From an optimization exercise on the open Yosys and OpenROAD flow, aimed at small area, a short achievable clock period and few clock cycles; shortcuts taken in it are not production practice.
At most, simulation tests tie the RTL to the original design; equivalence was not proved.
No driver is modelled on the clock port, so clock power and skew are understated where the tree is cut down; a real chip needs a root buffer or a tree.
Power figures rest on the tool's default switching activity, not on a simulated workload.

==> flow/design.v (excerpt) <==
module accelerator_mod #(
   parameter DATA_W = 32,
   parameter ADDR_W = 4
)(
   input  wire            pcie_clk,           
   input  wire            pcie_rstn,
   input  wire [31:0]     pcie_axi_awaddr,
   input  wire            pcie_axi_awvalid,
   output wire            pcie_axi_awready,
   input  wire [31:0]     pcie_axi_wdata,
   input  wire [3:0]      pcie_axi_wstrb,
   input  wire            pcie_axi_wvalid,
   output wire            pcie_axi_wready,
   output wire [1:0]      pcie_axi_bresp,
   output wire            pcie_axi_bvalid,
   input  wire            pcie_axi_bready,
   input  wire [31:0]     pcie_axi_araddr,
   input  wire            pcie_axi_arvalid,
   output wire            pcie_axi_arready,
   output wire [31:0]     pcie_axi_rdata,
   output wire [1:0]      pcie_axi_rresp,
   output wire            pcie_axi_rvalid,
   input  wire            pcie_axi_rready
);
==> flow/config.mk <==
export PLATFORM = sky130hd
export DESIGN_NAME = accelerator_mod
export DESIGN_NICKNAME = accelerator_mod
export VERILOG_FILES = /design/flow/design.v
export SDC_FILE = /design/flow/constraint.sdc
export NUM_CORES = 4
export LEC_CHECK = 0
export CAP_MARGIN = 20
export CORE_MARGIN = 2
export CORE_UTILIZATION = 60
export PLACE_DENSITY = 0.7
export SETUP_SLACK_MARGIN = 1.1
export SLEW_MARGIN = 20
export SYNTH_HIERARCHICAL = 1
export BUFFER_PORTS_ARGS = -buffer_cell sky130_fd_sc_hd__buf_2
export PRE_CTS_TCL = /design/flow/flow/pre_cts.tcl
==> flow/constraint.sdc <==
create_clock -name core_clock -period 2.8 [get_ports {pcie_clk}]
set_input_delay 0.5600 -clock core_clock [delete_from_list [all_inputs] [get_ports {pcie_clk}]]
set_output_delay 0.5600 -clock core_clock [all_outputs]
set_load 0.01 [all_outputs]
standard.sh (not shown) runs the stock make flow with config.mk's settings and CLKGATE_MAP_FILE= SYNTH_SCRIPT=/design/flow/synth_recipe.tcl, a recipe that flattens the netlist after the stock synthesis.
==> flow/flow/run.sh <==
#!/bin/bash
# Standard layout, with plain buffers on the ports, a two-level clock tree
# (flow/mycts.tcl) in place of TritonCTS, and gate sizing free to change a
# cell's footprint.
set -o pipefail
here=$(pwd)
echo 'export BUFFER_PORTS_ARGS = -buffer_cell sky130_fd_sc_hd__buf_2' >> config.mk
echo "export PRE_CTS_TCL = $here/flow/pre_cts.tcl" >> config.mk
bash standard.sh MATCH_CELL_FOOTPRINT=0 finish > standard.log 2>&1
==> flow/flow/mycts.tcl <==
# Two-level clock tree: one root buffer fed by the clock port, driving one
# leaf buffer per cluster of flip-flops (clusters by k-means on position).
proc mycts_build {} {
  set block [ord::get_db_block]
  set db [ord::get_db]
  set clk_port [$block findBTerm pcie_clk]
  set clk_net [$clk_port getNet]
  set master [$db findMaster sky130_fd_sc_hd__clkbuf_16]
  set sinks {}
  foreach it [$clk_net getITerms] { lappend sinks $it }
  set n [llength $sinks]
  set csize [expr {[info exists ::env(MYCTS_CLUSTER)] ? $::env(MYCTS_CLUSTER) : 28}]
  set k [expr {int(ceil(double($n) / $csize))}]
  # positions
  set xs {}; set ys {}
  foreach it $sinks {
    set inst [$it getInst]
    set bb [$inst getBBox]
    lappend xs [expr {([$bb xMin] + [$bb xMax]) / 2.0}]
    lappend ys [expr {([$bb yMin] + [$bb yMax]) / 2.0}]
  }
  # init centers: grid over bounding box
  set xmin [tcl::mathfunc::min {*}$xs]; set xmax [tcl::mathfunc::max {*}$xs]
  set ymin [tcl::mathfunc::min {*}$ys]; set ymax [tcl::mathfunc::max {*}$ys]
  set g [expr {int(ceil(sqrt($k)))}]
  set cx {}; set cy {}
  for {set i 0} {$i < $k} {incr i} {
    set gx [expr {$i % $g}]; set gy [expr {$i / $g}]
    lappend cx [expr {$xmin + ($gx + 0.5) * ($xmax - $xmin) / $g}]
    lappend cy [expr {$ymin + ($gy + 0.5) * ($ymax - $ymin) / $g}]
  }
  # balanced k-means: capacity-limited greedy assignment
  set cap [expr {int(ceil(double($n) / $k)) + 2}]
  for {set iter 0} {$iter < 25} {incr iter} {
    set pairs {}
    for {set s 0} {$s < $n} {incr s} {
      set x [lindex $xs $s]; set y [lindex $ys $s]
      for {set c 0} {$c < $k} {incr c} {
        set d [expr {abs($x - [lindex $cx $c]) + abs($y - [lindex $cy $c])}]
        lappend pairs [list $d $s $c]
      }
    }
    set pairs [lsort -real -index 0 $pairs]
    set asg [lrepeat $n -1]
    set cnt [lrepeat $k 0]
    set left $n
    foreach p $pairs {
      lassign $p d s c
      if {[lindex $asg $s] >= 0} continue
      if {[lindex $cnt $c] >= $cap} continue
      lset asg $s $c
      lset cnt $c [expr {[lindex $cnt $c] + 1}]
      incr left -1
      if {$left == 0} break
    }
    set sx [lrepeat $k 0.0]; set sy [lrepeat $k 0.0]
    for {set s 0} {$s < $n} {incr s} {
      set c [lindex $asg $s]
      lset sx $c [expr {[lindex $sx $c] + [lindex $xs $s]}]
      lset sy $c [expr {[lindex $sy $c] + [lindex $ys $s]}]
    }
    for {set c 0} {$c < $k} {incr c} {
      if {[lindex $cnt $c] > 0} {
        lset cx $c [expr {[lindex $sx $c] / [lindex $cnt $c]}]
        lset cy $c [expr {[lindex $sy $c] / [lindex $cnt $c]}]
      }
    }
  }
  set nr [expr {[info exists ::env(MYCTS_ROOTS)] ? $::env(MYCTS_ROOTS) : 4}]
  set mx [expr {[tcl::mathop::+ {*}$cx] / $k}]
  set my [expr {[tcl::mathop::+ {*}$cy] / $k}]
  set rgrp {}
  for {set c 0} {$c < $k} {incr c} {
    if {$nr == 1} { lappend rgrp 0; continue }
    set q [expr {([lindex $cx $c] >= $mx ? 1 : 0) + ([lindex $cy $c] >= $my ? 2 : 0)}]
    if {$nr == 2} { set q [expr {$q & 1}] }
    lappend rgrp $q
  }
  set rnets {}
  for {set r 0} {$r < 4} {incr r} {
    set members {}
    for {set c 0} {$c < $k} {incr c} { if {[lindex $rgrp $c] == $r} { lappend members $c } }
    if {[llength $members] == 0} { lappend rnets {}; continue }
    set rx 0.0; set ry 0.0
    foreach c $members { set rx [expr {$rx + [lindex $cx $c]}]; set ry [expr {$ry + [lindex $cy $c]}] }
    set rx [expr {int($rx / [llength $members])}]; set ry [expr {int($ry / [llength $members])}]
    set root [odb::dbInst_create $block $master clkroot_$r]
    $root setLocation $rx $ry
    $root setPlacementStatus PLACED
    set rnet [odb::dbNet_create $block clknet_root_$r]
    $rnet setSigType CLOCK
    [$root findITerm A] connect $clk_net
    [$root findITerm X] connect $rnet
    lappend rnets $rnet
  }
  for {set c 0} {$c < $k} {incr c} {
    set b [odb::dbInst_create $block $master clkleaf_$c]
    $b setLocation [expr {int([lindex $cx $c])}] [expr {int([lindex $cy $c])}]
    $b setPlacementStatus PLACED
    set lnet [odb::dbNet_create $block clknet_leaf_$c]
    $lnet setSigType CLOCK
    [$b findITerm A] connect [lindex $rnets [lindex $rgrp $c]]
    [$b findITerm X] connect $lnet
    lappend leafnets $lnet
  }
  for {set s 0} {$s < $n} {incr s} {
    set it [lindex $sinks $s]
    $it disconnect
    $it connect [lindex $leafnets [lindex $asg $s]]
  }
  puts "mycts: $n sinks, $k leaf buffers, cluster cap $cap"
}
Other scripts of this flow, unchanged in this note and not shown: flow/flow/pre_cts.tcl
Testbench counts at the start, summed over its fixed seeds: cycles 5,881.
Rerun with:
==> flow/flow/run.sh (replaced) <==
#!/bin/bash
# Standard layout, with plain buffers on the ports and a two-level clock tree
# (flow/mycts.tcl: clkbuf_16 roots, clkbuf_8 leaves of about 20 flip-flops)
# in place of TritonCTS.
set -o pipefail
here=$(pwd)
echo 'export BUFFER_PORTS_ARGS = -buffer_cell sky130_fd_sc_hd__buf_2' >> config.mk
echo "export PRE_CTS_TCL = $here/flow/pre_cts.tcl" >> config.mk
export MYCTS_LEAF=sky130_fd_sc_hd__clkbuf_8
export MYCTS_CLUSTER=20
bash standard.sh > standard.log 2>&1
--- a/flow/flow/mycts.tcl
+++ b/flow/flow/mycts.tcl
@@ -8,2 +8,4 @@
   set master [$db findMaster sky130_fd_sc_hd__clkbuf_16]
+  set leaf_cell [expr {[info exists ::env(MYCTS_LEAF)] ? $::env(MYCTS_LEAF) : "sky130_fd_sc_hd__clkbuf_16"}]
+  set leaf_master [$db findMaster $leaf_cell]
   set sinks {}
@@ -96,3 +98,3 @@
   for {set c 0} {$c < $k} {incr c} {
-    set b [odb::dbInst_create $block $master clkleaf_$c]
+    set b [odb::dbInst_create $block $leaf_master clkleaf_$c]
     $b setLocation [expr {int([lindex $cx $c])}] [expr {int([lindex $cy $c])}]
The changed run finished with timing, DRC and antenna clean.
Utilization grows by 0.29 points.
Sequential power barely changes.
Setup slack gets better by 0.022 ns.
Global-route usage came out lower by 0.98 points.
Rerun with:
==> flow/flow/run.sh (replaced) <==
#!/bin/bash
# Standard layout, with plain buffers on the ports and a two-level clock tree
# (flow/mycts.tcl) in place of TritonCTS.
set -o pipefail
here=$(pwd)
echo 'export BUFFER_PORTS_ARGS = -buffer_cell sky130_fd_sc_hd__buf_2' >> config.mk
echo "export PRE_CTS_TCL = $here/flow/pre_cts.tcl" >> config.mk
bash standard.sh > standard.log 2>&1
--- a/flow/flow/mycts.tcl
+++ b/flow/flow/mycts.tcl
@@ -8,4 +8,2 @@
   set master [$db findMaster sky130_fd_sc_hd__clkbuf_16]
-  set leaf_cell [expr {[info exists ::env(MYCTS_LEAF)] ? $::env(MYCTS_LEAF) : "sky130_fd_sc_hd__clkbuf_16"}]
-  set leaf_master [$db findMaster $leaf_cell]
   set sinks {}
@@ -98,3 +96,3 @@
   for {set c 0} {$c < $k} {incr c} {
-    set b [odb::dbInst_create $block $leaf_master clkleaf_$c]
+    set b [odb::dbInst_create $block $master clkleaf_$c]
     $b setLocation [expr {int([lindex $cx $c])}] [expr {int([lindex $cy $c])}]
SETUP_SLACK_MARGIN = 1.25   (was 1.1)
=>
- power grows by 4.3%
- routed wire length rises by 11%
- sequential power is about the same
In every run of this note, the design's own scripts or RTL, not TritonCTS, make the clock network.

========
## old
accelerator_mod, a different RTL version from the one above (not shown whole).
For scale: ~620 flip-flops, about 150 I/O pins.
export LEC_CHECK = 0
export CAP_MARGIN = 20
export CORE_MARGIN = 2
export CORE_UTILIZATION = 60
export PLACE_DENSITY = 0.7
export SETUP_SLACK_MARGIN = 1.25
export SLEW_MARGIN = 20
export SYNTH_HIERARCHICAL = 1
export BUFFER_PORTS_ARGS = -buffer_cell sky130_fd_sc_hd__buf_2
export PRE_CTS_TCL = /design/flow/flow/pre_cts.tcl
create_clock -name core_clock -period 2.8 [get_ports {pcie_clk}]
==> flow/flow/run.sh <==
#!/bin/bash
# Standard layout, with plain buffers on the ports and a two-level clock tree
# (flow/mycts.tcl) in place of TritonCTS.
set -o pipefail
here=$(pwd)
echo 'export BUFFER_PORTS_ARGS = -buffer_cell sky130_fd_sc_hd__buf_2' >> config.mk
echo "export PRE_CTS_TCL = $here/flow/pre_cts.tcl" >> config.mk
bash standard.sh > standard.log 2>&1
Other scripts of this flow, unchanged in this note and not shown: flow/flow/mycts.tcl, flow/flow/pre_cts.tcl
#### Input delta (new over old)
- SETUP_SLACK_MARGIN: 1.25 -> 1.1
[summary]
Final instance count without filler cells delta for new relative to old: 30 lower. old → new: non-clock inverter total of the final layout now sits at about the same level, routed length per placed instance moved up. In the route summary, new ends up with a via count below that of old. Delta (new minus old): pin count of the biggest net entering global routing moved up; total power moved down.
Function was not checked in any run of this note: the RTL went through the layout flow alone. No run of this note takes its clock network from TritonCTS; it comes from the design's own scripts or RTL.

========
## trial 15
The RTL this note starts from:
==> flow/design.v <==
module fifo_axi #(
    parameter DATA_WIDTH = 32,   
    parameter ADDR_WIDTH = 4     
)(
    input  wire                  clk,
    input  wire                  rst_n,
    input  wire [DATA_WIDTH-1:0] din,       
    input  wire                  hold,      
    input  wire                  push,      
    output reg                   full,
    output wire [DATA_WIDTH-1:0] dout,      
    input  wire                  pop,
    output reg                   empty
);
  localparam DEPTH = (1 << ADDR_WIDTH);
  reg [DATA_WIDTH-1:0] fifo_mem [0:DEPTH-1];
  reg [DEPTH-1:0] tail;    
  reg [DEPTH-1:0] head;    
  wire do_push = push && !full;
  wire do_pop  = pop && !empty;
  wire [DEPTH-1:0] tail_nxt = {tail[DEPTH-2:0], tail[DEPTH-1]};
  wire [DEPTH-1:0] head_nxt = {head[DEPTH-2:0], head[DEPTH-1]};
  wire one_left = |(head_nxt & tail);
  wire one_free = |(tail_nxt & head);
  reg [DATA_WIDTH-1:0] rd_or;
  integer i;
  always @(*) begin
    rd_or = {DATA_WIDTH{1'b0}};
    for (i = 0; i < DEPTH; i = i + 1)
      rd_or = rd_or | ({DATA_WIDTH{head[i]}} & fifo_mem[i]);
  end
  assign dout = rd_or;
  genvar g;
  generate
    for (g = 0; g < DEPTH; g = g + 1) begin : g_row
      always @(posedge clk) begin
        if (tail[g] && !hold && !full)
          fifo_mem[g] <= din;
      end
    end
  endgenerate
  always @(posedge clk) begin
    if (!rst_n) begin
      tail  <= {{(DEPTH-1){1'b0}}, 1'b1};
      head  <= {{(DEPTH-1){1'b0}}, 1'b1};
      full  <= 1'b0;
      empty <= 1'b1;
    end else begin
      if (do_push) tail <= tail_nxt;
      if (do_pop)  head <= head_nxt;
      if (do_push && !do_pop) begin
        empty <= 1'b0;
        full  <= one_free;
      end else if (do_pop && !do_push) begin
        full  <= 1'b0;
        empty <= one_left;
      end
    end
  end
endmodule
module axi_pcie_fifo_accel #(
    parameter DATA_WIDTH  = 32,
    parameter ADDR_WIDTH  = 4,
    parameter ADDR_LSB    = 2       
)(
    input  wire         s_axi_aclk,
    input  wire         s_axi_aresetn,
    input  wire [31:0]  s_axi_awaddr,
    input  wire         s_axi_awvalid,
    output reg          s_axi_awready,
    input  wire [31:0]  s_axi_wdata,
    input  wire [3:0]   s_axi_wstrb,
    input  wire         s_axi_wvalid,
    output reg          s_axi_wready,
    output wire [1:0]   s_axi_bresp,
    output reg          s_axi_bvalid,
    input  wire         s_axi_bready,
    input  wire [31:0]  s_axi_araddr,
    input  wire         s_axi_arvalid,
    output reg          s_axi_arready,
    output reg  [31:0]  s_axi_rdata,
    output wire [1:0]   s_axi_rresp,
    output reg          s_axi_rvalid,
    input  wire         s_axi_rready
);
  assign s_axi_bresp = 2'b00;
  assign s_axi_rresp = 2'b00;
  wire fifo_full;
  wire fifo_empty;
  wire [DATA_WIDTH-1:0] fifo_dout;
  reg aw_pend;      
  reg aw_push;      
  reg w_pend;       
  reg b_two;        
  wire aw_hs   = s_axi_awvalid && s_axi_awready;
  wire w_hs    = s_axi_wvalid && s_axi_wready;
  wire aw_have = aw_hs || aw_pend;
  wire w_have  = w_hs || w_pend;
  wire wr_done = aw_have && w_have;
  wire is_push = aw_hs ? (s_axi_awaddr[ADDR_LSB+1:ADDR_LSB] == 2'b00) : aw_push;
  wire b_hs    = s_axi_bvalid && s_axi_bready;
  wire aw_pend_n = aw_have && !w_have;
  wire w_pend_n  = w_have && !aw_have;
  wire b_one_n   = wr_done || (s_axi_bvalid && !b_hs) || b_two;
  wire b_two_n   = wr_done ? (s_axi_bvalid && !b_hs) || b_two : (b_two && !b_hs);
  always @(posedge s_axi_aclk) begin
    if (!s_axi_aresetn) begin
      aw_pend       <= 1'b0;
      w_pend        <= 1'b0;
      b_two         <= 1'b0;
      s_axi_bvalid  <= 1'b0;
      s_axi_awready <= 1'b1;
      s_axi_wready  <= 1'b1;
    end else begin
      aw_pend       <= aw_pend_n;
      w_pend        <= w_pend_n;
      s_axi_bvalid  <= b_one_n;
      b_two         <= b_two_n;
      s_axi_awready <= !aw_pend_n && !b_two_n;
      s_axi_wready  <= !w_pend_n && !b_two_n;
    end
  end
  always @(posedge s_axi_aclk) begin
    if (aw_hs) aw_push <= is_push;
  end
  reg       skid_v;    
  reg [1:0] skid_t;
  wire ar_hs  = s_axi_arvalid && s_axi_arready;
  wire r_free = !s_axi_rvalid || s_axi_rready;
  wire r_load = r_free && (skid_v || ar_hs);
  wire [1:0] r_t = skid_v ? skid_t : s_axi_araddr[ADDR_LSB+1:ADDR_LSB];
  wire t_pop  = (r_t == 2'b01);
  wire t_stat = (r_t == 2'b10);
  wire fifo_pop = r_load && t_pop;
  wire skid_v_n = skid_v ? !r_free : (ar_hs && !r_free);
  always @(posedge s_axi_aclk) begin
    if (!s_axi_aresetn) begin
      s_axi_rvalid  <= 1'b0;
      s_axi_arready <= 1'b1;
      skid_v        <= 1'b0;
    end else begin
      s_axi_rvalid  <= r_load || !r_free;
      s_axi_arready <= !skid_v_n;
      skid_v        <= skid_v_n;
    end
  end
  always @(posedge s_axi_aclk) begin
    if (ar_hs) skid_t <= s_axi_araddr[ADDR_LSB+1:ADDR_LSB];
  end
  wire sel_head = t_pop && !fifo_empty;
  wire sel_dead = t_pop && fifo_empty;
  wire [31:0] r_val = ({32{sel_head}} & fifo_dout)
                    | ({32{sel_dead}} & 32'hDEAD_DEAD)
                    | {30'd0, t_stat && fifo_full, t_stat && fifo_empty};
  always @(posedge s_axi_aclk) begin
    if (r_load) s_axi_rdata <= r_val;
  end
  fifo_axi #(
      .DATA_WIDTH(DATA_WIDTH),
      .ADDR_WIDTH(ADDR_WIDTH)
  ) fifo_inst (
      .clk(s_axi_aclk),
      .rst_n(s_axi_aresetn),
      .din(s_axi_wdata),
      .hold(w_pend),
      .push(wr_done && is_push),
      .full(fifo_full),
      .dout(fifo_dout),
      .pop(fifo_pop),
      .empty(fifo_empty)
  );
endmodule
module accelerator_mod #(
   parameter DATA_W = 32,
   parameter ADDR_W = 4
)(
   input  wire            pcie_clk,           
   input  wire            pcie_rstn,
   input  wire [31:0]     pcie_axi_awaddr,
   input  wire            pcie_axi_awvalid,
   output wire            pcie_axi_awready,
   input  wire [31:0]     pcie_axi_wdata,
   input  wire [3:0]      pcie_axi_wstrb,
   input  wire            pcie_axi_wvalid,
   output wire            pcie_axi_wready,
   output wire [1:0]      pcie_axi_bresp,
   output wire            pcie_axi_bvalid,
   input  wire            pcie_axi_bready,
   input  wire [31:0]     pcie_axi_araddr,
   input  wire            pcie_axi_arvalid,
   output wire            pcie_axi_arready,
   output wire [31:0]     pcie_axi_rdata,
   output wire [1:0]      pcie_axi_rresp,
   output wire            pcie_axi_rvalid,
   input  wire            pcie_axi_rready
);
   axi_pcie_fifo_accel #(
      .DATA_WIDTH (DATA_W),
      .ADDR_WIDTH (ADDR_W)
   ) u_fifo_accel (
      .s_axi_aclk   (pcie_clk),
      .s_axi_aresetn(pcie_rstn),
      .s_axi_awaddr (pcie_axi_awaddr),
      .s_axi_awvalid(pcie_axi_awvalid),
      .s_axi_awready(pcie_axi_awready),
      .s_axi_wdata  (pcie_axi_wdata),
      .s_axi_wstrb  (pcie_axi_wstrb),
      .s_axi_wvalid (pcie_axi_wvalid),
      .s_axi_wready (pcie_axi_wready),
      .s_axi_bresp  (pcie_axi_bresp),
      .s_axi_bvalid (pcie_axi_bvalid),
      .s_axi_bready (pcie_axi_bready),
      .s_axi_araddr (pcie_axi_araddr),
      .s_axi_arvalid(pcie_axi_arvalid),
      .s_axi_arready(pcie_axi_arready),
      .s_axi_rdata  (pcie_axi_rdata),
      .s_axi_rresp  (pcie_axi_rresp),
      .s_axi_rvalid (pcie_axi_rvalid),
      .s_axi_rready (pcie_axi_rready)
   );
endmodule
clock: 2.8 ns
lec_check: 0
cap_margin: 20
core_margin: 2
core_utilization: 40
cts_cluster_diameter: 80
cts_cluster_size: 30
place_density: 0.6
setup_slack_margin: 0.8
slew_margin: 20
run.sh (not shown) runs the stock make flow with config.mk's settings and CLKGATE_MAP_FILE= SYNTH_SCRIPT=/design/flow/synth_recipe.tcl, a recipe that flattens the netlist after the stock synthesis.
Stock flow here: none of the scripts above is used.
Testbench counts of trial 15, summed over its fixed seeds: cycles 5,881.
Input changes introduced in build 73 (baseline for comparison: trial 15):
Settings: SETUP_SLACK_MARGIN: 0.8 -> 1.3.
[summary]
Sequential fraction of total cell area was lower in the run labelled build 73. Build 73 ended with less final hold slack than trial 15. Re setup slack: build 73 and trial 15 aren't equal, and the lower value belongs to trial 15. Wire length is higher on build 73. Relative to trial 15, the final critical delay including setup and external delays of build 73 is lower by 59 ps. Cell area: build 73 > trial 15. The global-route usage reported for build 73 is greater than that of trial 15 by 5.5 points.

## separate check: timing with driven ports
Ports are ideal in the flow. The routed layouts listed here were re-timed in OpenROAD. Step 1 sets driving cells, clkbuf_16 on the clock port and buf_2 on the other inputs (assumed; they add their load-dependent delay and slew). Step 2 times the ports against the registers' clock, not the clock port: input delays grow and output delays shrink by t, the midpoint of the rising clock arrivals with the driver on. a / b / c = no drivers / after step 1 / after step 2; a / b = the first two.
| run | t, ns | slack for setup (ns) | pins driven straight from the clock port |
|---|---|---|---|
| the first run of note 1 | 0.460 | 1.087 / 1.088 / 0.722 | 4 |
| the second run of note 1 | 0.454 | 1.109 / 1.109 / 0.794 | 4 |
| the third run of note 1 | 0.461 | 1.070 / 1.070 / 0.722 | 4 |
| old | 0.471 | 1.198 / 1.161 / 0.802 | 4 |
| new | 0.474 | 1.134 / 1.128 / 0.822 | 4 |
| trial 15 | 0.643 | 0.806 / 0.790 / 0.239 | 1 |
| build 73 | 0.665 | 0.865 / 0.865 / 0.348 | 1 |
After both steps every run listed still meets setup and hold. For trial 15, which loses most, drivers alone change the setup slack by -0.016 ns; drivers and shift together by -0.567 ns.
